Context: an optimization exercise on an open-source flow, tuned for small area. The choices shown serve that exercise and are no tape-out recipe.
Only simulation tests tie the RTL to the original design; equivalence was not proved.
Power and IR drop assume default switching activity.

run A:
Design kcpsm6, start of the top module:
module kcpsm6 (address, instruction, bram_enable, in_port, out_port, port_id, write_strobe, k_write_strobe, read_strobe, interrupt, interrupt_ack, sleep, reset, clk) ;
parameter [7:0] 	hwbuild = 8'h00 ;
parameter [11:0] 	interrupt_vector = 12'h3FF ;
parameter integer scratch_pad_memory_size = 64 ;   
output [11:0]	address ;
input	 [17:0]    	instruction ;
output		bram_enable ;
input	 [7:0]	in_port ;
output [7:0]	out_port ;
output [7:0]	port_id ;
output		write_strobe ;
output		k_write_strobe ;
output		read_strobe ;
input			interrupt ;
output		interrupt_ack ;
input			sleep ;
input			reset ;
input			clk ;
function lut_bit(input [63:0] init, input [5:0] idx);
  lut_bit = init[idx];
endfunction
wire	[2:1]		t_state_value ;
wire	[2:1]		t_state ;
wire 			run_value ;
wire              run ;
wire  		internal_reset_value ;
wire 			internal_reset ;
wire 			sync_sleep ;
wire 			int_enable_type ;
wire 			interrupt_enable_value ;
wire			interrupt_enable ;
wire			sync_interrupt ;
wire 			active_interrupt_value ;
wire 			active_interrupt ;
wire	[2:0]		arith_logical_sel ;
wire			arith_carry_in ;
wire			arith_carry_value ;
wire			arith_carry ;
wire 	[7:0]		half_arith_logical ;
wire 	[7:0]		logical_carry_mask ;
wire 	[7:0]		carry_arith_logical ;
wire 	[7:0]		arith_logical_value ;
wire 	[7:0]		arith_logical_result ;
wire 	[7:0]		shift_rotate_value ;
wire 	[7:0]		shift_rotate_result ;
wire			shift_in_bit ;
wire 	[7:0]		alu_result ;
wire 	[1:0]		alu_mux_sel_value ;
wire 	[1:0]		alu_mux_sel ;
wire			strobe_type ;
wire 			write_strobe_value ;
wire 			k_write_strobe_value ;
  ...
==> flow/config.mk <==
export PLATFORM = sky130hd
export DESIGN_NAME = kcpsm6
export DESIGN_NICKNAME = kcpsm6
export VERILOG_FILES = /design/flow/design.v
export SDC_FILE = /design/flow/constraint.sdc
export NUM_CORES = 4
export LEC_CHECK = 0
export CAP_MARGIN = 20
export CORE_MARGIN = 2
export CORE_UTILIZATION = 70
export CTS_BUF_LIST = sky130_fd_sc_hd__clkbuf_16
export CTS_CLUSTER_DIAMETER = 80
export CTS_CLUSTER_SIZE = 30
export PLACE_DENSITY = 0.85
export SLEW_MARGIN = 20
export SYNTH_HIERARCHICAL = 1
export SYNTH_MINIMUM_KEEP_SIZE = 0
==> flow/constraint.sdc <==
create_clock -name core_clock -period 9.0 [get_ports {clk}]
set_input_delay 1.8000 -clock core_clock [delete_from_list [all_inputs] [get_ports {clk}]]
set_output_delay 1.8000 -clock core_clock [all_outputs]
set_load 0.01 [all_outputs]
run.sh (not shown) runs the stock make flow with config.mk's settings and CLKGATE_MAP_FILE= SYNTH_SCRIPT=/design/flow/synth_recipe.tcl, a recipe that flattens the netlist after the stock synthesis.
For run B, these inputs were changed with respect to run A:
-- flow/design.v --
<<< run A, line 359
wire [31:0] sp_wr ;
dec #(.AW(5), .W(1)) sp_dec (.a(stack_pointer[4:0]), .we(t_state[1]), .y(sp_sel), .w(sp_wr)) ;
reg [14:0] stack_mem [0:31] ;
generate
for (i = 0 ; i < 32 ; i = i+1) begin : stack_word
  always @(posedge clk) if (sp_wr[i]) stack_mem[i] <= stack_wd ;
end
for (j = 0 ; j < 15 ; j = j+1) begin : stack_bit_rd
  wire [31:0] col ;
  for (i = 0 ; i < 32 ; i = i+1) begin : c
    assign col[i] = stack_mem[i][j] ;
  end
  rdmux #(.N(32)) u (.s(sp_sel), .d(col), .y(stack_rd[j])) ;
end
endgenerate
>>> run B, line 359
wire [31:0] sp_wr ;
dec #(.AW(5), .W(1)) sp_dec (.a(stack_pointer[4:0]), .we(t_state[1]), .y(sp_sel), .w(sp_wr)) ;
reg [14:0] stack_mem [0:30] ;
generate
for (i = 0 ; i < 31 ; i = i+1) begin : stack_word
  always @(posedge clk) if (sp_wr[i]) stack_mem[i] <= stack_wd ;
end
for (j = 0 ; j < 15 ; j = j+1) begin : stack_bit_rd
  wire [30:0] col ;
  for (i = 0 ; i < 31 ; i = i+1) begin : c
    assign col[i] = stack_mem[i][j] ;
  end
  rdmux #(.N(31)) u (.s(sp_sel[30:0]), .d(col), .y(stack_rd[j])) ;
end
endgenerate
Notes after the runs:
- Delta (run B minus run A): initial antenna violation count down 5, total chip power down 1.2%.
- Number of cells in the finished layout apart from fillers came out lower on run B than on run A.
- Going from run A to run B, clock-cell share of area roughly the same, peak clock frequency supported by timing higher.
- Changes observed in run B relative to run A: final instance area shrank by 0.70%, global-route wire length before repair increased by 2100 um relative to the old numbers.
- Area of all sequential standard cells (lower): run B
- Worst setup slack after layout | run B above run A
- On run B: sequential fraction of total cell area is 0.33 points lower than what run A gave.
- Synthesized area in run B is about 0.6% below run A.
- Going from run A to run B, the number of filler cells placed in the layout was found to have gone down by 87.
- Lower worst slack after detailed placement goes to run A over run B.

## re-timing with driven ports
In the flow no input, the clock included, has a driving cell. The finished layouts below were timed again as built, in two steps. Step 1, drivers: a clkbuf_16 drives clk and a buf_2 each remaining input, both assumed. Step 2 also shifts input and output timing later by t, the mid clock arrival at the registers, as if the neighbouring blocks saw the same clock. a / b / c = ideal / step 1 / step 2; a / b = the first two.
run	t (ns)	slack for setup (ns)	worst data-port slew with drivers (ns)
run A	0.719	1.055 / 1.021 / 0.441	0.14
run B	0.726	1.121 / 1.098 / 0.960	0.13
After both steps setup and hold are still met in every run listed. The setup slack of run A, which loses most, moves by -0.034 ns with the drivers and by -0.614 ns with both steps.
